Source: an optimization exercise on an open RTL-to-GDS flow (aim: small area). Production flows keep margins and buffers that such runs may drop. Function was checked by simulation only, so behaviour that the tests miss may differ from the original. Power is estimated from default activity; no workload was simulated.

==> flow/design.v <==
module ultrasonic(clk, rst, start, echo, trigger, timeout, led, far);
    input        clk, rst, start, echo;
    output       trigger, timeout;
    output [6:0] led;    
    output       far;    
    reg t, a, b;
    wire idle = ~t & ~a & ~b;
    wire wt   = ~a & b;
    wire meas = a & b;
    wire ok   = a & ~b;
    reg [20:0] counter;
    wire en      = t | echo;
    wire ge12    = (counter >= 21'd12);
    wire ge3000  = (counter >= 21'd3000);
    always @(posedge clk) begin
        if (rst | ~en) counter <= 21'd0;
        else           counter <= counter + 21'd1;
        t <= ~rst & ((idle & start) | (t & ~ge12));
        a <= ~rst & ((wt & echo) | meas);
        b <= ~rst & ((t & ge12) | wt | (meas & echo & ~ge3000));
    end
    assign trigger = t;
    assign timeout = ok & ge3000;
    wire [3:0] cls = (counter >= 21'd2900) ? 4'd8 :
                     (counter >  21'd2320) ? 4'd7 :
                     (counter >  21'd1740) ? 4'd6 :
                     (counter >  21'd1450) ? 4'd5 :
                     (counter >  21'd1160) ? 4'd4 :
                     (counter >  21'd870)  ? 4'd3 :
                     (counter >  21'd580)  ? 4'd2 :
                     (counter >  21'd290)  ? 4'd1 : 4'd0;
    reg [3:0] d;
    always @(posedge clk)
        if (rst)               d <= 4'd0;
        else if (meas & echo)  d <= cls;
    assign led[6] = (d > 4'd6);
    assign led[5] = (d > 4'd5);
    assign led[4] = (d > 4'd4);
    assign led[3] = (d > 4'd3);
    assign led[2] = (d > 4'd2);
    assign led[1] = (d > 4'd1);
    assign led[0] = (d > 4'd0);
    assign far    = d[3];
endmodule
module vga(
    input clk,
    input reset,
    output video_on,
    output upper,        
    output [2:0] col,    
    output hsync,
    output vsync,
    output p_tick
    );
    reg       ck;
    reg [9:0] h, v;
    reg       hs, vs;
    wire hend = (h == 10'd799);
    always @(posedge clk) begin
        ck <= ~reset & ~ck;
        if (reset)   h <= 10'd0;
        else if (ck) h <= hend ? 10'd0 : h + 10'd1;
        if (reset)   v <= 10'd0;
        else if (ck & hend) v <= (v == 10'd524) ? 10'd0 : v + 10'd1;
        hs <= ~reset & ~(h >= 10'd656 && h <= 10'd751);
        vs <= ~reset & ~(v >= 10'd513 && v <= 10'd514);
    end
    assign video_on = (h < 10'd640) && (v < 10'd480);
    assign upper = (v < 10'd412);
    assign col = (h < 10'd91)  ? 3'd0 :
                 (h < 10'd182) ? 3'd1 :
                 (h < 10'd273) ? 3'd2 :
                 (h < 10'd364) ? 3'd3 :
                 (h < 10'd455) ? 3'd4 :
                 (h < 10'd546) ? 3'd5 : 3'd6;
    assign hsync = hs;
    assign vsync = vs;
    assign p_tick = ck;
endmodule
module pixel_generation(
    input video_on,
    input upper,
    input [2:0] col,
    output [3:0] px
    );
    wire b2 = ~col[0];
    wire b1 = upper ? ~col[2] : (col[2] & ~col[0]);
    wire b0 = upper ? ~col[1] : (col[1] & ~col[0]);
    wire g  = ~upper & (col == 3'd3);
    assign px = video_on ? {b2, b1, b0, g} : 4'd0;
endmodule
module vga_top(
    input clk,
    input rst,
    input off,
    output hsync,
    output vsync,
    output [11:0] rgb
    );
    wire       ptick, video_on, upper;
    wire [2:0] col;
    vga vc(.clk(clk), .reset(rst | off), .video_on(video_on), .upper(upper),
           .col(col), .hsync(hsync), .vsync(vsync), .p_tick(ptick));
    wire [3:0] px;
    pixel_generation pg(.video_on(video_on), .upper(upper), .col(col), .px(px));
    reg [3:0] q;    
    always @(posedge clk)
        if (rst)        q <= 4'd0;
        else if (ptick) q <= px;
    wire a2 = q[3] | q[0], a1 = q[2] | q[0], a0 = q[1] | q[0];
    assign rgb = {a2, q[3], a2, q[3], a1, q[2], a1, q[2], a0, q[1], a0, q[1]};
endmodule
module top(CLOCK_50, rst, rgb, vsync, hsync, TRIG, ECHO, LED);
    input         CLOCK_50;
    input         rst;       
    output [11:0] rgb;
    output        hsync, vsync;
    output        TRIG;
    input         ECHO;
    output [7:0]  LED;
    localparam [15:0] PING_END = 16'hb4d2;
    reg  [15:0] ping;
    wire        start = (ping == PING_END);
    wire        ping_clr = rst | start;
    always @(posedge CLOCK_50) begin
        ping[0]    <= ~(ping_clr | (ping[15] ^ ping[13] ^ ping[12] ^ ping[10]));
        ping[15:1] <= ~({15{ping_clr}} | ping[14:0]);
    end
    wire far;
    ultrasonic U1(.clk(CLOCK_50), .rst(rst), .start(start), .echo(ECHO),
                  .trigger(TRIG), .timeout(LED[7]), .led(LED[6:0]), .far(far));
    localparam [19:0] TIMER_HIT = 20'hfa6b3;
    reg  [19:0] timer;
    reg         off;
    wire        timer_clr = rst | far;
    always @(posedge CLOCK_50) begin
        timer[0]    <= ~(timer_clr | ~(timer[19] ^ timer[16]));
        timer[19:1] <= ~({19{timer_clr}} | timer[18:0]);
        off         <= ~timer_clr & (off | (timer == TIMER_HIT));
    end
    vga_top vgau(.clk(CLOCK_50), .rst(rst), .off(off),
                 .hsync(hsync), .vsync(vsync), .rgb(rgb));
endmodule
==> flow/config.mk <==
export PLATFORM = sky130hd
export DESIGN_NAME = top
export DESIGN_NICKNAME = top
export VERILOG_FILES = /design/flow/design.v
export SDC_FILE = /design/flow/constraint.sdc
export NUM_CORES = 4
export LEC_CHECK = 0
export CAP_MARGIN = 20
export CORE_MARGIN = 2
export CORE_UTILIZATION = 40
export SLEW_MARGIN = 20
==> flow/constraint.sdc <==
create_clock -name core_clock -period 20.0 [get_ports {CLOCK_50}]
set_input_delay 4.0000 -clock core_clock [delete_from_list [all_inputs] [get_ports {CLOCK_50}]]
set_output_delay 4.0000 -clock core_clock [all_outputs]
set_load 0.01 [all_outputs]
standard.sh (not shown) runs the stock make flow with config.mk's settings and CLKGATE_MAP_FILE= SYNTH_SCRIPT=/design/flow/synth_recipe.tcl, a recipe that flattens the netlist after the stock synthesis.
==> flow/flow/run.sh <==
#!/bin/bash
# Layout flow: the standard ORFS flow (standard.sh) with two changes
#  - port buffers use the smallest buffer (buf_1) instead of clkdlybuf4s50_1,
#  - the clock tree uses clkbuf_8 with larger sink clusters and no dummy loads,

# The whole make output goes to flow_make.log in the work folder.
set -euo pipefail
bash standard.sh \
  "BUFFER_PORTS_ARGS=-buffer_cell sky130_fd_sc_hd__buf_1" \
  "CTS_ARGS=-sink_clustering_enable -repair_clock_nets -buf_list sky130_fd_sc_hd__clkbuf_8 -sink_clustering_size 30 -dont_use_dummy_load" \
  finish > flow_make.log 2>&1
The starting point completed without violations.
==> next run, changes <==
--- a/flow/flow/run.sh
+++ b/flow/flow/run.sh
@@ -2 +2 @@
-# Layout flow: the standard ORFS flow (standard.sh) with two changes
+# Layout flow: the standard ORFS flow (standard.sh) with three changes
@@ -5 +5 @@
-
+#  - power recovery (downsizing on paths with slack) after global routing.
@@ -10,0 +11 @@
+  "RECOVER_POWER=100" \
The changed run ran to the end with violations: max-capacitance violations, max-slew violations.
Worst setup slack gains 0.034 ns.
Power hardly moves.
First-iteration DRC count came out lower by 4.7%.
Sequential power is about the same.
Critical path depth is unchanged.
==> next run, changes <==
==> flow/run.sh (new file) <==
#!/bin/bash
# synth_recipe.tcl (not shown) runs the flow's synth.tcl, then flattens the netlist and writes it again
# the make line also repeats each setting of config.mk as NAME=value (left out here)
make -C /OpenROAD-flow-scripts/flow DESIGN_CONFIG=/design/flow/config.mk WORK_HOME=/design/flow/orfs CLKGATE_MAP_FILE= SYNTH_SCRIPT=/design/flow/synth_recipe.tcl finish
removed: flow/flow/run.sh
removed: flow/standard.sh
The changed run finished clean.
Power goes up by 13%.
Setup slack gets worse by 0.45 ns.
Final area rose by 5.7%.
Core utilization rose by 2.4 points.
Sequential power hardly moves.
Clock skew shrinks by 0.0088 ns.
Fmax decreases by 6.9%.
Non-clock buffer count is unchanged.
Count of clock-buffer cells in the layout stays the same.
Critical path depth stays the same.
Hold slack improves by 0.0037 ns.

re-timing with driven ports:
No port has a modelled driver above. Below, the same layouts with a new extraction and two added sets of constraints.
Step 1 assumes that a clkbuf_16 drives the clock port and a buf_2 every other input.
Step 2 moves the port delays by t, midway between the first and last clock arrival at a register: inputs arrive t later, outputs are due t later. That takes back most of the time a late clock gives input paths.
Slacks: no drivers / after step 1 / after step 2; pairs: no drivers / after step 1.
run	shift t [ns]	setup WS [ns]	worst slew at a driven data input, ns
the first run	0.379	13.909 / 13.875 / 14.254	0.05
the second run	0.377	13.943 / 13.908 / 14.285	0.05
the third run	0.402	13.493 / 13.460 / 13.862	0.03
